This design comes from an exercise in tuning for small area on the open sky130 flow, not from production work.
At most, simulation tests tie the RTL to the original design; equivalence was not proved.
The clock port is modelled as an ideal driver, which makes a skipped or thinned clock tree look cheaper than it is; a real chip needs a root buffer or a tree.
Power and IR drop assume default switching activity.

Setup of oak:
==> module countdown_timer, before the edit <==
module countdown_timer (
	input              clk,
	input              rst_n,
	input              PB0_flag,
	input              PB1_flag,
	output logic       PB0_read,
	output logic       PB1_read,
	output logic [6:0] seg_sec0,
	output logic [6:0] seg_sec1,
	output logic [6:0] seg_min0,
	output logic [6:0] seg_min1,
	output logic       finish_flag
);
localparam logic [2:0] IDLE0 = 3'd0, INC0 = 3'd1, ACTIVE = 3'd2, DECREMENT = 3'd3, IDLE1 = 3'd4, INC1 = 3'd5, FIN0 = 3'd6, FIN1 = 3'd7;
logic [2:0] state, next_state;
logic       decrement_flag;
logic       z_s0, z_s1, z_m0, z_m1, n_m0;
logic [13:0] cnt;
wire last = ~cnt[13] & ~cnt[12] & ~cnt[11] & cnt[10] & cnt[9] & ~cnt[8] &
            ~cnt[7] & ~cnt[6] & ~cnt[5] & cnt[4] & ~cnt[3] & cnt[1];
wire is_zero = z_s0 & z_s1 & z_m0 & z_m1;
wire idle = (state == IDLE0) || (state == IDLE1);
wire inc  = (state == INC0)  || (state == INC1);
wire fin  = (state == FIN0)  || (state == FIN1);
wire dec  = (state == DECREMENT);
assign finish_flag = (state == IDLE1) || (state == INC1) || (state == FIN1);
always_ff @(posedge clk or negedge rst_n) begin
	if (!rst_n) state <= IDLE0;
	else        state <= next_state;
end
always_comb begin
	PB0_read   = 1'b0;
	PB1_read   = 1'b0;
	next_state = state;
	case (state)
		IDLE0, IDLE1: begin
			if (PB0_flag) begin
				next_state = INC0;
				PB0_read   = 1'b1;
			end else if (PB1_flag) begin
				next_state = ACTIVE;
				PB1_read   = 1'b1;
			end else begin
				next_state = IDLE0;
			end
		end
		INC0, INC1: next_state = IDLE0;
		ACTIVE: begin
			if (PB1_flag) begin
				next_state = IDLE0;
				PB1_read   = 1'b1;
			end else if (is_zero) begin
				next_state = FIN0;
			end else if (decrement_flag) begin
				next_state = DECREMENT;
			end
		end
		DECREMENT: next_state = ACTIVE;
		FIN0, FIN1: begin
			if (PB0_flag) begin
				next_state = INC1;
				PB0_read   = 1'b1;
			end else if (PB1_flag) begin
				next_state = IDLE1;
				PB1_read   = 1'b1;
			end else begin
				next_state = FIN1;
			end
		end
		default: begin
			next_state = 'x;
			PB0_read   = 1'bx;
			PB1_read   = 1'bx;
		end
	endcase
end
always_ff @(posedge clk) begin
	if (idle || last) cnt <= {decrement_flag, 13'd0};
	else              cnt <= {cnt[12:0], ~(cnt[13] ^ cnt[12])};
end
always_ff @(posedge clk or negedge rst_n) begin
	if (!rst_n)                              decrement_flag <= 1'b0;
	else if (dec)                            decrement_flag <= 1'b0;
	else if (state == ACTIVE && last)        decrement_flag <= 1'b1;
end
wire b0  = dec & z_s0;           
wire b1  = b0 & z_s1;            
wire b2  = b1 & z_m0;            
wire c0  = inc & n_m0;           
digit_sec0 sec0 (.clk, .rst_n, .dn(dec),          .seg(seg_sec0), .is0(z_s0));
digit_sec1 sec1 (.clk, .rst_n, .dn(b0),           .seg(seg_sec1), .is0(z_s1));
digit_min0 min0 (.clk, .rst_n, .up(inc), .dn(b1), .seg(seg_min0), .is0(z_m0), .is9(n_m0));
digit_min1 min1 (.clk, .rst_n, .up(c0),  .dn(b2), .seg(seg_min1), .is0(z_m1), .is9());
endmodule
==> flow/config.mk <==
export PLATFORM = sky130hd
export DESIGN_NAME = top
export DESIGN_NICKNAME = top
export VERILOG_FILES = /design/flow/design.v
export SDC_FILE = /design/flow/constraint.sdc
export NUM_CORES = 4
export LEC_CHECK = 0
export CAP_MARGIN = 20
export CORE_MARGIN = 2
export CORE_UTILIZATION = 40
export SLEW_MARGIN = 20
==> flow/constraint.sdc <==
create_clock -name core_clock -period 10.0 [get_ports {MAX10_CLK1_50}]
set_input_delay 2.0000 -clock core_clock [delete_from_list [all_inputs] [get_ports {MAX10_CLK1_50}]]
set_output_delay 2.0000 -clock core_clock [all_outputs]
set_load 0.01 [all_outputs]
standard.sh (not shown) runs the stock make flow with config.mk's settings and CLKGATE_MAP_FILE= SYNTH_SCRIPT=/design/flow/synth_recipe.tcl, a recipe that flattens the netlist after the stock synthesis.
==> flow/flow/run.sh <==
#!/bin/bash
# Layout flow: the standard flow (standard.sh), with these changes:
#  1. after the standard synthesis, its combinational logic is mapped again
#     (remap.ys: Yosys + an area-oriented ABC script, abc_amap.script).
#     Three rounds of four runs (four ABC seeds) each start from the smallest
#     netlist so far. Every register cell of the
#     standard synthesis is kept unchanged (name and cell type), and Yosys
#     proves each result equivalent to the standard netlist (equiv.ys); the
#     smallest proven netlist is used.
#  2. port buffers use the smallest buffer cell
set -euo pipefail
here=$(pwd)
res=$here/orfs/results/sky130hd/top/base
lib=$FLOW_HOME/platforms/sky130hd/lib/sky130_fd_sc_hd__tt_025C_1v80.lib
yosys_bin=$(command -v yosys || echo "$FLOW_HOME/../tools/install/yosys/bin/yosys")
rd=$here/remap
mkdir -p "$rd"

bash standard.sh synth > "$here/synth_make.log" 2>&1
std=$here/std_1_2_yosys.v
cp "$res/1_2_yosys.v" "$std"

regs() { grep -oE 'sky130_fd_sc_hd__(df|edf|sdf)[a-z0-9_]* [^ ]+' "$1" | sort; }
area() { grep "Chip area" "$1" | awk '{print $NF}'; }
std_regs=$(regs "$std")

job() {  # $1 = input netlist, $2 = tag, $3 = seed, $4 = mapper
  local in=$1 t=$2 s=$3 m=$4
  sed -e "s#@T@#40#" -e "s#@SEED@#$s#" "flow/abc_$m.script" > "$rd/$t.abc"
  sed -e "s#@LIB@#$lib#g" -e "s#@IN@#$in#" -e "s#@OUT@#$rd/$t.v#" -e "s#@ABC@#$rd/$t.abc#" \
      flow/remap.ys > "$rd/$t.ys"
  "$yosys_bin" -l "$rd/$t.log" -q "$rd/$t.ys" > /dev/null 2>&1 || return 0
  "$yosys_bin" -q -l "$rd/${t}_area.log" \
    -p "read_liberty -lib $lib; read_verilog $rd/$t.v; hierarchy -top top; stat -liberty $lib" \
    > /dev/null 2>&1 || return 0
  sed -e "s#@LIB@#$lib#g" -e "s#@GOLD@#$std#" -e "s#@GATE@#$rd/$t.v#" flow/equiv.ys > "$rd/${t}_equiv.ys"
  "$yosys_bin" -l "$rd/${t}_equiv.log" -q "$rd/${t}_equiv.ys" > /dev/null 2>&1 && touch "$rd/${t}.proven"
  return 0
}

best=""; best_area=""
cur=$std
for r in 1 2 3; do
  tags=()
  for s in $((4*r-3)) $((4*r-2)) $((4*r-1)) $((4*r)); do
    t="r${r}_s${s}"; tags+=("$t")
    job "$cur" "$t" "$s" amap &
  done
  wait
  for t in "${tags[@]}"; do
    [[ -f "$rd/$t.proven" ]] || continue
    [[ "$(regs "$rd/$t.v")" == "$std_regs" ]] || continue
    a=$(area "$rd/${t}_area.log")
    echo "$t: area $a" >> "$rd/choice.log"
    if [[ -z "$best" ]] || awk "BEGIN{exit !($a < $best_area)}"; then best=$t; best_area=$a; fi
  done
  [[ -n "$best" ]] && cur=$rd/$best.v
done

if [[ -n "$best" ]]; then
  cp "$rd/$best.v" "$res/1_2_yosys.v"
  rm -f "$res/1_synth.odb" "$res/1_synth.sdc"
  echo "using $best" >> "$rd/choice.log"
else
  echo "no usable remap: standard netlist kept" >> "$rd/choice.log"
fi

bash standard.sh BUFFER_PORTS_ARGS="-buffer_cell sky130_fd_sc_hd__buf_1" \
  CTS_ARGS="-sink_clustering_enable -repair_clock_nets -dont_use_dummy_load" \
  POST_CTS_TCL="$here/flow/post_cts.tcl" \
  finish > "$here/flow_make.log" 2>&1
Other scripts of this flow, unchanged in this note and not shown: flow/flow/abc_amap.script, flow/flow/equiv.ys, flow/flow/post_cts.tcl, flow/flow/remap.ys
## Diff of input files: pine against oak
--- a/flow/design.v
+++ b/flow/design.v
@@ -9,11 +9,11 @@
 	output logic [6:0] seg_sec1,
 	output logic [6:0] seg_min0,
 	output logic [6:0] seg_min1,
 	output logic       finish_flag
 );
-localparam logic [2:0] IDLE0 = 3'd0, INC0 = 3'd1, ACTIVE = 3'd2, DECREMENT = 3'd3, IDLE1 = 3'd4, INC1 = 3'd5, FIN0 = 3'd6, FIN1 = 3'd7;
+localparam logic [2:0] IDLE0 = 3'd0, IDLE1 = 3'd4, INC0 = 3'd1, INC1 = 3'd5, FIN0 = 3'd2, FIN1 = 3'd6, ACTIVE = 3'd3, DECREMENT = 3'd7;
 logic [2:0] state, next_state;
 logic       decrement_flag;
 logic       z_s0, z_s1, z_m0, z_m1, n_m0;
 logic [13:0] cnt;
 wire last = ~cnt[13] & ~cnt[12] & ~cnt[11] & cnt[10] & cnt[9] & ~cnt[8] &
==> comparison <==
Synthesized cell count shrinks slightly when moving from oak to pine. pine was carried through to the last stage, and its layout satisfied the timing, design-rule and antenna checks. Of pine and oak, the higher proportion of total power due to net switching belongs to oak. | total routed wirelength | lower: oak |. pine and oak ended up with nearly the same signed area change from the synthesized netlist to the final layout. pine against oak: fraction of the cycle the final worst path needs went down 1.7 points; clock period minus final worst setup slack went down 170 ps; worst-case setup margin in the final layout went up 170 ps.
No functional check of the RTL was part of oak.

* * *

the reference run:
Another version of the RTL of top (not shown whole).
For scale: roughly 46 I/O pins, ~0.0022 mm2 of cells after synthesis.
==> module countdown_timer, before the edit <==
module countdown_timer (
	input              clk,
	input              rst_n,
	input              PB0_flag,
	input              PB1_flag,
	output logic       PB0_read,
	output logic       PB1_read,
	output logic [6:0] seg_sec0,
	output logic [6:0] seg_sec1,
	output logic [6:0] seg_min0,
	output logic [6:0] seg_min1,
	output logic       finish_flag
);
localparam logic [2:0] IDLE = 3'd0, INCREMENT = 3'd1, ACTIVE = 3'd2, DECREMENT = 3'd3, FINISH = 3'd4;
logic [2:0] state, next_state;
logic       decrement_flag;
logic       z_s0, z_s1, z_m0, z_m1, n_m0;
logic [13:0] cnt;
wire last = ~cnt[13] & ~cnt[12] & ~cnt[11] & cnt[10] & cnt[9] & ~cnt[8] &
            ~cnt[7] & ~cnt[6] & ~cnt[5] & cnt[4] & ~cnt[3] & cnt[1];
wire is_zero = z_s0 & z_s1 & z_m0 & z_m1;
always_ff @(posedge clk or negedge rst_n) begin
	if (!rst_n) state <= IDLE;
	else        state <= next_state;
end
always_comb begin
	PB0_read   = 1'b0;
	PB1_read   = 1'b0;
	next_state = state;
	case (state)
		IDLE: begin
			if (PB0_flag) begin
				next_state = INCREMENT;
				PB0_read   = 1'b1;
			end else if (PB1_flag) begin
				next_state = ACTIVE;
				PB1_read   = 1'b1;
			end
		end
		INCREMENT: next_state = IDLE;
		ACTIVE: begin
			if (PB1_flag) begin
				next_state = IDLE;
				PB1_read   = 1'b1;
			end else if (is_zero) begin
				next_state = FINISH;
			end else if (decrement_flag) begin
				next_state = DECREMENT;
			end
		end
		DECREMENT: next_state = ACTIVE;
		FINISH: begin
			if (PB0_flag) begin
				next_state = INCREMENT;
				PB0_read   = 1'b1;
			end else if (PB1_flag) begin
				next_state = IDLE;
				PB1_read   = 1'b1;
			end
		end
		default: begin
			next_state = 'x;
			PB0_read   = 1'bx;
			PB1_read   = 1'bx;
		end
	endcase
end
always_ff @(posedge clk) begin
	if (state == IDLE || last) cnt <= {decrement_flag, 13'd0};
	else                       cnt <= {cnt[12:0], ~(cnt[13] ^ cnt[12])};
end
always_ff @(posedge clk or negedge rst_n) begin
	if (!rst_n) begin
		finish_flag    <= 1'b0;
		decrement_flag <= 1'b0;
	end else begin
		if (state == IDLE || state == INCREMENT) finish_flag <= 1'b0;
		else if (state == FINISH)                finish_flag <= 1'b1;
		if (state == DECREMENT)                  decrement_flag <= 1'b0;
		else if (state == ACTIVE && last)        decrement_flag <= 1'b1;
	end
end
wire dec = (state == DECREMENT);
wire inc = (state == INCREMENT);
wire b0  = dec & z_s0;           
wire b1  = b0 & z_s1;            
wire b2  = b1 & z_m0;            
wire c0  = inc & n_m0;           
digit_sec0 sec0 (.clk, .rst_n, .dn(dec),          .seg(seg_sec0), .is0(z_s0));
digit_sec1 sec1 (.clk, .rst_n, .dn(b0),           .seg(seg_sec1), .is0(z_s1));
digit_min0 min0 (.clk, .rst_n, .up(inc), .dn(b1), .seg(seg_min0), .is0(z_m0), .is9(n_m0));
digit_min1 min1 (.clk, .rst_n, .up(c0),  .dn(b2), .seg(seg_min1), .is0(z_m1), .is9());
endmodule
Settings: LEC_CHECK=0, CAP_MARGIN=20, CORE_MARGIN=2, CORE_UTILIZATION=40, SLEW_MARGIN=20; clock period 10.0 ns.
==> flow/flow/run.sh <==
#!/bin/bash
# Layout flow: the standard flow (standard.sh), with these changes:
#  1. after the standard synthesis, its combinational logic is mapped again
#     by remap.ys (Yosys + abc.script, an area-oriented ABC script, run with
#     four seeds; the smallest result is used); every register cell of the
#     standard synthesis is kept unchanged, with its name and cell type, and
#     Yosys proves each result equivalent to the standard netlist (equiv.ys)
#  2. port buffers use the smallest buffer cell
#  3. clock tree synthesis without dummy loads
# Logs: synth_make.log and flow_make.log (make), remap_*.log (Yosys),
# orfs/logs/ (each ORFS step).
set -euo pipefail
here=$(pwd)
res=$here/orfs/results/sky130hd/top/base
lib=$FLOW_HOME/platforms/sky130hd/lib/sky130_fd_sc_hd__tt_025C_1v80.lib
yosys_bin=$(command -v yosys || echo "$FLOW_HOME/../tools/install/yosys/bin/yosys")

bash standard.sh synth > "$here/synth_make.log" 2>&1
cp "$res/1_2_yosys.v" "$here/std_1_2_yosys.v"

regs() { grep -oE 'sky130_fd_sc_hd__(df|edf|sdf)[a-z0-9_]* [^ ]+' "$1" | sort; }
remap() {  # $1 = seed
  local s=$1
  sed -e "s#@T@#40#" -e "s#@SEED@#$s#" flow/abc.script > "$here/remap_$s.abc"
  sed -e "s#@LIB@#$lib#g" -e "s#@IN@#$here/std_1_2_yosys.v#" \
      -e "s#@OUT@#$here/remap_$s.v#" -e "s#@ABC@#$here/remap_$s.abc#" \
      flow/remap.ys > "$here/remap_$s.ys"
  "$yosys_bin" -l "$here/remap_$s.log" -q "$here/remap_$s.ys" > /dev/null 2>&1 || return 0
  "$yosys_bin" -q -l "$here/remap_${s}_area.log" -p "read_liberty -lib $lib; read_verilog $here/remap_$s.v; hierarchy -top top; stat -liberty $lib" > /dev/null 2>&1 || return 0
  sed -e "s#@LIB@#$lib#g" -e "s#@GOLD@#$here/std_1_2_yosys.v#" -e "s#@GATE@#$here/remap_$s.v#" \
      flow/equiv.ys > "$here/equiv_$s.ys"
  "$yosys_bin" -l "$here/equiv_$s.log" -q "$here/equiv_$s.ys" > /dev/null 2>&1 && touch "$here/remap_${s}_proven"
  return 0
}
for s in 1 2 3 4; do remap $s & done
wait
best=""; best_area=""
for s in 1 2 3 4; do
  [[ -f "$here/remap_${s}_proven" ]] || continue
  [[ "$(regs "$here/std_1_2_yosys.v")" == "$(regs "$here/remap_$s.v")" ]] || continue
  a=$(grep "Chip area" "$here/remap_${s}_area.log" | awk '{print $NF}')
  echo "seed $s: area $a" >> "$here/remap_choice.log"
  if [[ -z "$best" ]] || awk "BEGIN{exit !($a < $best_area)}"; then best=$s; best_area=$a; fi
done
if [[ -n "$best" ]]; then
  cp "$here/remap_$best.v" "$res/1_2_yosys.v"
  rm -f "$res/1_synth.odb" "$res/1_synth.sdc"
  echo "using seed $best" >> "$here/remap_choice.log"
else
  echo "no usable remap: standard netlist kept" >> "$here/remap_choice.log"
fi

bash standard.sh BUFFER_PORTS_ARGS="-buffer_cell sky130_fd_sc_hd__buf_1" \
  CTS_ARGS="-sink_clustering_enable -repair_clock_nets -dont_use_dummy_load" \
  finish > "$here/flow_make.log" 2>&1
Other scripts of this flow, unchanged in this note and not shown: flow/flow/abc.script, flow/flow/equiv.ys, flow/flow/remap.ys
The reference run finished end to end and its layout was clean on timing, DRC and antenna.
#### Input delta (the trial run over the reference run)
==> flow/design.v, changed modules only <==
module countdown_timer (
	input              clk,
	input              rst_n,
	input              PB0_flag,
	input              PB1_flag,
	output logic       PB0_read,
	output logic       PB1_read,
	output logic [6:0] seg_sec0,
	output logic [6:0] seg_sec1,
	output logic [6:0] seg_min0,
	output logic [6:0] seg_min1,
	output logic       finish_flag
);
localparam logic [2:0] IDLE0 = 3'd0, IDLE1 = 3'd4, INC0 = 3'd1, INC1 = 3'd5, FIN0 = 3'd2, FIN1 = 3'd6, ACTIVE = 3'd3, DECREMENT = 3'd7;
logic [2:0] state, next_state;
logic       decrement_flag;
logic       z_s0, z_s1, z_m0, z_m1, n_m0;
logic [13:0] cnt;
wire last = ~cnt[13] & ~cnt[12] & ~cnt[11] & cnt[10] & cnt[9] & ~cnt[8] &
            ~cnt[7] & ~cnt[6] & ~cnt[5] & cnt[4] & ~cnt[3] & cnt[1];
wire is_zero = z_s0 & z_s1 & z_m0 & z_m1;
wire idle = (state == IDLE0) || (state == IDLE1);
wire inc  = (state == INC0)  || (state == INC1);
wire fin  = (state == FIN0)  || (state == FIN1);
wire dec  = (state == DECREMENT);
assign finish_flag = (state == IDLE1) || (state == INC1) || (state == FIN1);
always_ff @(posedge clk or negedge rst_n) begin
	if (!rst_n) state <= IDLE0;
	else        state <= next_state;
end
always_comb begin
	PB0_read   = 1'b0;
	PB1_read   = 1'b0;
	next_state = state;
	case (state)
		IDLE0, IDLE1: begin
			if (PB0_flag) begin
				next_state = INC0;
				PB0_read   = 1'b1;
			end else if (PB1_flag) begin
				next_state = ACTIVE;
				PB1_read   = 1'b1;
			end else begin
				next_state = IDLE0;
			end
		end
		INC0, INC1: next_state = IDLE0;
		ACTIVE: begin
			if (PB1_flag) begin
				next_state = IDLE0;
				PB1_read   = 1'b1;
			end else if (is_zero) begin
				next_state = FIN0;
			end else if (decrement_flag) begin
				next_state = DECREMENT;
			end
		end
		DECREMENT: next_state = ACTIVE;
		FIN0, FIN1: begin
			if (PB0_flag) begin
				next_state = INC1;
				PB0_read   = 1'b1;
			end else if (PB1_flag) begin
				next_state = IDLE1;
				PB1_read   = 1'b1;
			end else begin
				next_state = FIN1;
			end
		end
		default: begin
			next_state = 'x;
			PB0_read   = 1'bx;
			PB1_read   = 1'bx;
		end
	endcase
end
always_ff @(posedge clk) begin
	if (idle || last) cnt <= {decrement_flag, 13'd0};
	else              cnt <= {cnt[12:0], ~(cnt[13] ^ cnt[12])};
end
always_ff @(posedge clk or negedge rst_n) begin
	if (!rst_n)                              decrement_flag <= 1'b0;
	else if (dec)                            decrement_flag <= 1'b0;
	else if (state == ACTIVE && last)        decrement_flag <= 1'b1;
end
wire b0  = dec & z_s0;           
wire b1  = b0 & z_s1;            
wire b2  = b1 & z_m0;            
wire c0  = inc & n_m0;           
digit_sec0 sec0 (.clk, .rst_n, .dn(dec),          .seg(seg_sec0), .is0(z_s0));
digit_sec1 sec1 (.clk, .rst_n, .dn(b0),           .seg(seg_sec1), .is0(z_s1));
digit_min0 min0 (.clk, .rst_n, .up(inc), .dn(b1), .seg(seg_min0), .is0(z_m0), .is9(n_m0));
digit_min1 min1 (.clk, .rst_n, .up(c0),  .dn(b2), .seg(seg_min1), .is0(z_m1), .is9());
endmodule
Per the comparison of the trial run with the reference run, synthesized cell count down 1.3%; clock network fraction of total power flat. Cmp the trial run vs the reference run: combinational fraction of design power higher in the trial run. Number of placed instances with taps included was higher in the run labelled the reference run. | cell area after placement | higher: the reference run |. | core utilization | higher: the trial run |. Cell area after synthesis delta for the trial run relative to the reference run: about 1.8% lower. In terms of area overhead of the layout relative to synthesis, the reference run and the trial run differ only marginally. The trial run ended up with a lower sequential share of layout area than the reference run did.

==> static timing again, ports no longer ideal <==
In the flow no input, the clock included, has a driving cell. The finished layouts below were timed again as built, in two steps. Step 1 (the two cells are an assumption about what drives the block):
set clk [get_ports {MAX10_CLK1_50}]
set_driving_cell -lib_cell sky130_fd_sc_hd__clkbuf_16 $clk
set_driving_cell -lib_cell sky130_fd_sc_hd__buf_2 [delete_from_list [all_inputs] $clk]
Step 2 moves the port delays by t, midway between the first and last clock arrival at a register: inputs arrive t later, outputs are due t later. That takes back most of the time a late clock gives input paths. Three values: ideal ports, drivers, drivers and shift; two values: the first two.
run | t, ns | slack for setup (ns) | worst setup path after step 2 | latest minus earliest clock arrival (ns)
oak | 0.189 | 6.159 / 6.108 / 6.297 | register to output | 0.022 / 0.023
pine | 0.193 | 6.326 / 6.275 / 6.468 | register to output | 0.015 / 0.016
the reference run | 0.314 | 6.141 / 6.116 / 6.430 | register to output | 0.013 / 0.013
the trial run | 0.318 | 6.354 / 6.326 / 6.644 | register to output | 0.019 / 0.019
After both steps every run listed still meets setup and hold.
